From an optimization exercise on the open Yosys and OpenROAD flow, aimed at small area and a short achievable clock period; shortcuts taken in it are not production practice.
Only simulation tests tie the RTL to the original design; equivalence was not proved.
No activity file was given, so power comes from the tool's default toggle rates.

## lane 1
==> flow/design.v (excerpt) <==
module fpm(
    input [32:1] a,
    input [32:1] b,
    input clk,
    input rst,
    input in_valid,
    output [32:1] c,
    output out_valid
    );
Size: roughly 1,700 cells after synthesis, roughly 280 flip-flops, roughly 100 I/O pins, about 0.020 sq mm of cells after synthesis.
Settings: LEC_CHECK=0, CAP_MARGIN=50, CORE_MARGIN=2, CORE_UTILIZATION=60, CTS_BUF_LIST=sky130_fd_sc_hd__clkbuf_8, CTS_CLUSTER_DIAMETER=50, CTS_CLUSTER_SIZE=18, GPL_ROUTABILITY_DRIVEN=0, SETUP_SLACK_MARGIN=2.7, SLEW_MARGIN=70, SYNTH_HIERARCHICAL=1, SYNTH_MINIMUM_KEEP_SIZE=0, TNS_END_PERCENT=0; clock period 5.0 ns.
standard.sh (not shown) runs the stock make flow with config.mk's settings and CLKGATE_MAP_FILE= SYNTH_SCRIPT=/design/flow/synth_recipe.tcl, a recipe that flattens the netlist after the stock synthesis.
==> flow/flow/run.sh <==
#!/bin/bash
set -euo pipefail
export BUFFER_PORTS_ARGS="-buffer_cell sky130_fd_sc_hd__buf_2"
bash standard.sh > standard.log 2>&1
diff inputs: lane 1 => lane 2
# lane 1
export LEC_CHECK = 0
export CAP_MARGIN = 50
export CORE_MARGIN = 2
export CORE_UTILIZATION = 60
export CTS_BUF_LIST = sky130_fd_sc_hd__clkbuf_8
export CTS_CLUSTER_DIAMETER = 50
export CTS_CLUSTER_SIZE = 18
export GPL_ROUTABILITY_DRIVEN = 0
export SETUP_SLACK_MARGIN = 2.7
export SLEW_MARGIN = 70
export SYNTH_HIERARCHICAL = 1
export SYNTH_MINIMUM_KEEP_SIZE = 0
export TNS_END_PERCENT = 0
create_clock -name core_clock -period 5.0 [get_ports {clk}]
# lane 2
export LEC_CHECK = 0
export CAP_MARGIN = 50
export CORE_MARGIN = 2
export CORE_UTILIZATION = 45
export CTS_BUF_LIST = sky130_fd_sc_hd__clkbuf_8
export CTS_CLUSTER_DIAMETER = 50
export CTS_CLUSTER_SIZE = 18
export SETUP_SLACK_MARGIN = 2.7
export SLEW_MARGIN = 70
export SYNTH_HIERARCHICAL = 1
export SYNTH_MINIMUM_KEEP_SIZE = 0
export TNS_END_PERCENT = 0
create_clock -name core_clock -period 5.0 [get_ports {clk}]
Findings:
In the tables for lane 2 and lane 1, post-synthesis to final-layout area growth reads lower with lane 2.
Summary of the comparison: routed wire length is higher in lane 2, relative to lane 1.
Between lane 2 and lane 1, starting density of the core is higher for lane 1, lane 2 comes in under that.
Of lane 2 and lane 1, the run reporting the lower power share of the sequential group was lane 1.
Of lane 2 and lane 1, the run reporting the lower global-route usage was lane 2.
Cmp lane 2 vs lane 1: area of the die higher in lane 2
From lane 1 to lane 2 the numbers moved as follows: cell count now larger; met1 routed wirelength after detailed routing +about 14%.
--- input diff lane 2..lane 3 ---
# lane 2
export LEC_CHECK = 0
export CAP_MARGIN = 50
export CORE_MARGIN = 2
export CORE_UTILIZATION = 45
export CTS_BUF_LIST = sky130_fd_sc_hd__clkbuf_8
export CTS_CLUSTER_DIAMETER = 50
export CTS_CLUSTER_SIZE = 18
export SETUP_SLACK_MARGIN = 2.7
export SLEW_MARGIN = 70
export SYNTH_HIERARCHICAL = 1
export SYNTH_MINIMUM_KEEP_SIZE = 0
export TNS_END_PERCENT = 0
create_clock -name core_clock -period 5.0 [get_ports {clk}]
# lane 3
export LEC_CHECK = 0
export CAP_MARGIN = 50
export CORE_MARGIN = 2
export CORE_UTILIZATION = 60
export CTS_BUF_LIST = sky130_fd_sc_hd__clkbuf_8
export CTS_CLUSTER_DIAMETER = 50
export CTS_CLUSTER_SIZE = 18
export SETUP_SLACK_MARGIN = 2.4
export SLEW_MARGIN = 70
export SYNTH_HIERARCHICAL = 1
export SYNTH_MINIMUM_KEEP_SIZE = 0
export TNS_END_PERCENT = 15
create_clock -name core_clock -period 5.0 [get_ports {clk}]
Results
- Of lane 3 and lane 2, lane 2 shows the higher post-route minimum period, with lane 3 below it.
- Lane 3 vs lane 2 — cell count dropped by a few percent
- Max global-route usage across lane 3 and lane 2: lane 3
- Compared with lane 2, lane 3 shows a worst hold margin that is 0.0076 ns lower.
- Total power divided by cell area, lane 3 and lane 2, higher one = lane 2.
- Power (lane 3 over lane 2): increase, 0.28 mW
- Row combinational power: lane 3 higher / lane 2 lower
- Comparing count of clock-buffer cells in the layout for lane 3 and lane 2, the bigger number came from lane 2.
- Fraction of met1 tracks used by global routing (higher): lane 3
Modified inputs, lane 4 compared to lane 3
# lane 3
export LEC_CHECK = 0
export CAP_MARGIN = 50
export CORE_MARGIN = 2
export CORE_UTILIZATION = 60
export CTS_BUF_LIST = sky130_fd_sc_hd__clkbuf_8
export CTS_CLUSTER_DIAMETER = 50
export CTS_CLUSTER_SIZE = 18
export SETUP_SLACK_MARGIN = 2.4
export SLEW_MARGIN = 70
export SYNTH_HIERARCHICAL = 1
export SYNTH_MINIMUM_KEEP_SIZE = 0
export TNS_END_PERCENT = 15
create_clock -name core_clock -period 5.0 [get_ports {clk}]
# lane 4
export LEC_CHECK = 0
export CAP_MARGIN = 50
export CORE_MARGIN = 2
export CORE_UTILIZATION = 60
export CTS_BUF_LIST = sky130_fd_sc_hd__clkbuf_8
export CTS_CLUSTER_DIAMETER = 50
export CTS_CLUSTER_SIZE = 18
export SETUP_SLACK_MARGIN = 2.7
export SLEW_MARGIN = 70
export SYNTH_HIERARCHICAL = 1
export SYNTH_MINIMUM_KEEP_SIZE = 0
export TNS_END_PERCENT = 0
create_clock -name core_clock -period 5.0 [get_ports {clk}]
==> comparison <==
Taking lane 3 as the reference, in lane 4 routed via count divided by cell count now smaller, share of cell area taken by multi-input logic gates went up 2.0 points, part of the total power dissipated in combinational logic down 2.1 points, post-CTS setup buffer count decreased 64%, number of global-route vias before repair moved down. What lane 3 reported for non-clock buffer count has to be multiplied by 0.70 to get the figure for lane 4. Final area: lane 4 lower than lane 3. Lane 3 -> lane 4: multiplexer share of the synthesized area delta 0, exact match. For lane 4, the capturing element of the worst setup path was q1_s503, unlike lane 3, where it was q1_s843. Proportion of power drawn by the clock network was lower in the run labelled lane 3. Lane 4 vs lane 3 — shortest clock period the worst path allows after layout rose 0.054 ns. Lane 4 ends up with a post-layout worst setup margin that is 0.054 ns lower than in lane 3.
What lane 5 does differently from lane 4 at the input level:
# lane 4
export LEC_CHECK = 0
export CAP_MARGIN = 50
export CORE_MARGIN = 2
export CORE_UTILIZATION = 60
export CTS_BUF_LIST = sky130_fd_sc_hd__clkbuf_8
export CTS_CLUSTER_DIAMETER = 50
export CTS_CLUSTER_SIZE = 18
export SETUP_SLACK_MARGIN = 2.7
export SLEW_MARGIN = 70
export SYNTH_HIERARCHICAL = 1
export SYNTH_MINIMUM_KEEP_SIZE = 0
export TNS_END_PERCENT = 0
create_clock -name core_clock -period 5.0 [get_ports {clk}]
# lane 5
export LEC_CHECK = 0
export CAP_MARGIN = 50
export CORE_MARGIN = 2
export CORE_UTILIZATION = 60
export CTS_BUF_LIST = sky130_fd_sc_hd__clkbuf_8
export CTS_CLUSTER_DIAMETER = 50
export CTS_CLUSTER_SIZE = 18
export SETUP_SLACK_MARGIN = 2.25
export SLEW_MARGIN = 70
export SYNTH_HIERARCHICAL = 1
export SYNTH_MINIMUM_KEEP_SIZE = 0
export TNS_END_PERCENT = 0
create_clock -name core_clock -period 5.0 [get_ports {clk}]
### Flow results
- Compared with lane 4, lane 5 shows a lower largest vdd supply drop.
- Non-clock buffer count (higher): lane 4
- Lane 5 vs. lane 4: utilization after layout shrank by 0.90 points; initial antenna violation count grew by 1; wire length reported by the detailed router shrank by 560 microns; global-route track usage on met3 shrank by 0.37 points.

-- separate check: timing with driven ports --
How much do the figures lean on ideal ports? The routed layouts below were timed once more, with nothing changed but the port constraints. Step 1 assumes that a clkbuf_16 drives the clock port and a buf_2 every other input. Step 2, shift: input delay + t, output delay - t, t = (earliest + latest rising clock arrival at the registers) / 2. This alone moves slack from input paths to output paths. Slacks: ideal / step 1 / step 2; pairs: ideal / step 1.
| run | shift t [ns] | setup WS [ns] | hold slack, ns | worst setup path at the end |
|---|---|---|---|---|
| lane 1 | 0.621 | 2.208 / 2.118 / 1.497 | 0.323 / 0.323 / 0.323 | input to register |
| lane 2 | 0.659 | 2.165 / 2.096 / 1.438 | 0.328 / 0.328 / 0.328 | input to register |
| lane 3 | 0.688 | 2.254 / 2.169 / 1.482 | 0.320 / 0.320 / 0.320 | input to register |
| lane 4 | 0.691 | 2.200 / 2.096 / 1.406 | 0.319 / 0.319 / 0.319 | input to register |
| lane 5 | 0.694 | 2.132 / 2.065 / 1.371 | 0.320 / 0.320 / 0.320 | input to register |
After both steps setup and hold are still met in every run listed. The setup slack of lane 4, which loses most, moves by -0.104 ns with the drivers and by -0.794 ns with both steps.
